This design comes from an exercise in tuning for small area on the open sky130 flow, not from production work.
In this exercise RTL edits were held to simulation tests only and were not proved equivalent to the original.

== fjord ==
==> flow/design.v <==
`timescale 1ns / 1ps
module top_module_project(clk, reset, rx_in, tx_out, auth_out, tx_busy_out);
input  wire clk;
input  wire reset;
input  wire rx_in;
output wire tx_out;
output wire auth_out;
output wire tx_busy_out;
    reg [12:0] n;
    wire tick = n[12] & n[10] & n[6] & n[4] & n[3];
    always @(posedge clk or posedge reset)
        if (reset) n <= 13'd0;
        else       n <= tick ? 13'd1 : n + 13'd1;
    localparam R_PAR = 4'b1000, R_STOP = 4'b1001, R_VALID = 4'b1010,
               R_IDLE = 4'b1011, R_START = 4'b1111;
    reg [3:0] rs;
    wire rx_valid = (rs == R_VALID);
    wire rx_bit   = tick & ~rs[3];           
    always @(posedge clk or posedge reset)
        if (reset) rs <= R_IDLE;
        else case (rs)
            R_IDLE, R_VALID: rs <= rx_in ? R_IDLE : R_START;
            R_START: if (tick) rs <= rx_in ? R_IDLE : 4'b0000;
            R_STOP:  if (tick) rs <= rx_in ? R_VALID : R_IDLE;
            default: if (tick) rs <= rs + 4'd1;
        endcase
    reg        auth;
    reg  [1:0] cnt;
    reg        m;                            
    reg  [7:0] A, r;
    reg  [3:0] op;
    wire [7:0] ch = (cnt == 2'd1) ? 8'h34 : (cnt == 2'd3) ? 8'h36 : 8'h31;
    wire       eq = (A == ch);
    localparam T_PAR = 4'b1000, T_TAIL = 4'b1001, T_IDLE = 4'b1010,
               T_START = 4'b1110, T_SB = 4'b1111;
    reg [3:0] ts;
    wire pending = (ts == T_START);
    wire trig    = auth & (cnt == 2'd3) & n[0];    
    always @(posedge clk or posedge reset)
        if (reset) begin
            auth <= 1'b0;
            cnt  <= 2'd0;
        end else begin
            if (rx_valid | trig) cnt <= cnt + 2'd1;
            if (rx_valid & ~auth & (cnt == 2'd3)) auth <= m & eq;
        end
    always @(posedge clk)
        if (rx_valid & ~auth)
            m <= eq & ((cnt == 2'd0) | m);
    wire       win  = pending & (n[12:8] == 5'd0);
    wire       proc = win & n[7] & ~n[3];
    wire [2:0] j    = n[2:0];
    wire [2:0] s    = n[6:4];
    wire       at_i = (j == ~s);
    wire       lastp = (s == 3'd7);
    wire       a = A[0];
    wire       b = r[0];
    reg        c, f;
    wire       mul = (op == 4'd2);
    wire       sub = (op == 4'd1);
    wire       y   = a & (f | ~mul);
    wire       ys  = y ^ sub;
    wire       fa_s = b ^ y ^ c;
    wire       fa_c = (ys & b) | (ys & c) | (b & c);
    reg        out, c_n;
    always @* begin
        out = 1'b0;
        c_n = 1'b0;
        if (mul) begin
            out = at_i ? (a & b) : fa_s;
            c_n = at_i ? 1'b0 : fa_c;
        end else if (!lastp) begin
            out = b;
        end else case (op)
            4'd0, 4'd1: begin out = fa_s; c_n = fa_c; end
            4'd4: out = a & b;
            4'd5: out = a | b;
            4'd6: out = a ^ b;
            4'd7: out = ~a;
            4'd8: begin out = c; c_n = a; end
            4'd9: out = (j != 3'd7) & A[1];
            default: out = 1'b0;
        endcase
    end
    always @(posedge clk) begin
        c <= proc & (j != 3'd7) & c_n;
        f <= proc & (j != 3'd7) & (at_i ? b : f);
    end
    wire a_rx  = rx_bit & (~auth | (cnt == 2'd0));
    wire a_rot = trig | proc | (win & (n[3:0] == 4'd8));
    always @(posedge clk)
        if (a_rx | a_rot) A <= {a_rot ? A[0] : rx_in, A[7:1]};
    wire tx_sh = tick & ~ts[3] & (ts[2:0] != 3'd7);
    wire r_rx  = rx_bit & auth & (cnt == 2'd1);
    always @(posedge clk)
        if (proc | tx_sh | r_rx) r <= {proc ? out : rx_in, r[7:1]};
    always @(posedge clk)
        if (rx_bit & auth & (cnt == 2'd2) & ~rs[2]) op <= {rx_in, op[3:1]};
    reg p;
    always @(posedge clk or posedge reset)
        if (reset)                   ts <= T_IDLE;
        else if (trig)               ts <= T_START;
        else if (tick & (ts != T_IDLE)) ts <= ts + 4'd1;
    always @(posedge clk)
        if (tick) p <= (ts == T_SB) ? 1'b0 : ts[3] ? p : (p ^ r[0]);
    assign tx_out      = (ts == T_SB) ? 1'b0 : ~ts[3] ? r[0] : (ts == T_PAR) ? p : 1'b1;
    assign tx_busy_out = (ts != T_IDLE);
    assign auth_out    = auth;
endmodule
Settings: LEC_CHECK=0, CAP_MARGIN=20, CORE_MARGIN=2, CORE_UTILIZATION=40, SLEW_MARGIN=20; clock period 6.0 ns.
run.sh (not shown) runs the stock make flow with config.mk's settings and CLKGATE_MAP_FILE= SYNTH_SCRIPT=/design/flow/synth_recipe.tcl, a recipe that flattens the netlist after the stock synthesis.
[inputs] ember vs fjord
-- flow/design.v --
<<< fjord, line 29
    reg        m;                            
    reg  [7:0] A, r;
    reg  [3:0] op;
    wire [7:0] ch = (cnt == 2'd1) ? 8'h34 : (cnt == 2'd3) ? 8'h36 : 8'h31;
    wire       eq = (A == ch);
>>> ember, line 29
    reg        m;                            
    reg  [7:0] A, r;
    reg        o2, o3;                       
    reg        p;                            
    wire [7:0] ch = (cnt == 2'd1) ? 8'h34 : (cnt == 2'd3) ? 8'h36 : 8'h31;
    wire       eq = (A == ch);
<<< fjord, line 45
            if (rx_valid & ~auth & (cnt == 2'd3)) auth <= m & eq;
        end
    always @(posedge clk)
        if (rx_valid & ~auth)
            m <= eq & ((cnt == 2'd0) | m);
    wire       win  = pending & (n[12:8] == 5'd0);
    wire       proc = win & n[7] & ~n[3];
>>> ember, line 46
            if (rx_valid & ~auth & (cnt == 2'd3)) auth <= m & eq;
        end
    wire op_sh = rx_bit & auth & (cnt == 2'd2) & ~rs[2];
    always @(posedge clk)
        if (rx_valid & ~auth)
            m <= eq & ((cnt == 2'd0) | m);
        else if (op_sh)
            m <= p;
    wire       win  = pending & (n[12:8] == 5'd0);
    wire       proc = win & n[7] & ~n[3];
<<< fjord, line 57
    wire       b = r[0];
    reg        c, f;
    wire       mul = (op == 4'd2);
    wire       sub = (op == 4'd1);
>>> ember, line 61
    wire       b = r[0];
    reg        c, f;
    wire [3:0] op  = {o3, o2, p, m};
    wire       mul = (op == 4'd2);
    wire       sub = (op == 4'd1);
<<< fjord, line 96
        if (proc | tx_sh | r_rx) r <= {proc ? out : rx_in, r[7:1]};
    always @(posedge clk)
        if (rx_bit & auth & (cnt == 2'd2) & ~rs[2]) op <= {rx_in, op[3:1]};
    reg p;
    always @(posedge clk or posedge reset)
        if (reset)                   ts <= T_IDLE;
>>> ember, line 101
        if (proc | tx_sh | r_rx) r <= {proc ? out : rx_in, r[7:1]};
    always @(posedge clk)
        if (op_sh) {o3, o2} <= {rx_in, o3};
    always @(posedge clk or posedge reset)
        if (reset)                   ts <= T_IDLE;
<<< fjord, line 103
        else if (tick & (ts != T_IDLE)) ts <= ts + 4'd1;
    always @(posedge clk)
        if (tick) p <= (ts == T_SB) ? 1'b0 : ts[3] ? p : (p ^ r[0]);
    assign tx_out      = (ts == T_SB) ? 1'b0 : ~ts[3] ? r[0] : (ts == T_PAR) ? p : 1'b1;
    assign tx_busy_out = (ts != T_IDLE);
>>> ember, line 107
        else if (tick & (ts != T_IDLE)) ts <= ts + 4'd1;
    always @(posedge clk)
        if (op_sh) p <= o2;
        else if (tick) p <= (ts == T_SB) ? 1'b0 : ts[3] ? p : (p ^ r[0]);
    assign tx_out      = (ts == T_SB) ? 1'b0 : ~ts[3] ? r[0] : (ts == T_PAR) ? p : 1'b1;
    assign tx_busy_out = (ts != T_IDLE);
[summary]
Comparing fjord with ember, the insertion delay of the later-clocked pin in the worst-skew pair came out essentially unchanged.
ember leaves more setup margin than fjord.
Area used by multi-input combinational logic: ember vs fjord up 1.6%
tx_out as the capturing instance or port of the critical path was reported by ember, and tx_busy_out by fjord.
fjord → ember: synthesized cell count went down 2.4%, register-to-register slack now sits higher, growth of design area from synthesis to finish -0.36 points, adder and majority gate portion of the synthesized area moved down.
Measured against fjord, the maximum resistive drop on vdd of ember comes out at 0.72 times the reference value.
On worst hold margin, fjord and ember are basically level.
Summary of the comparison: placed instance count is lower in ember, relative to fjord.

[what the ideal ports hide]
Ports are ideal in the flow. The routed layouts listed here were re-timed in OpenROAD.
Step 1: set_driving_cell puts a clkbuf_16 on clk and a buf_2 on each other input, an assumption about the parent block.
Step 2 times the ports against the registers' clock, not the clock port: input delays grow and output delays shrink by t, the midpoint of the rising clock arrivals with the driver on.
Slacks: no drivers / after step 1 / after step 2; pairs: no drivers / after step 1.
run | shift t [ns] | setup slack, ns | slew at the worst register clock pin (ns) | pins driven straight from the clock port
fjord | 0.320 | 2.862 / 2.832 / 3.152 | 0.08 / 0.08 | 1
ember | 0.320 | 2.876 / 2.846 / 3.166 | 0.09 / 0.09 | 1
After both steps setup and hold are still met in every run listed.
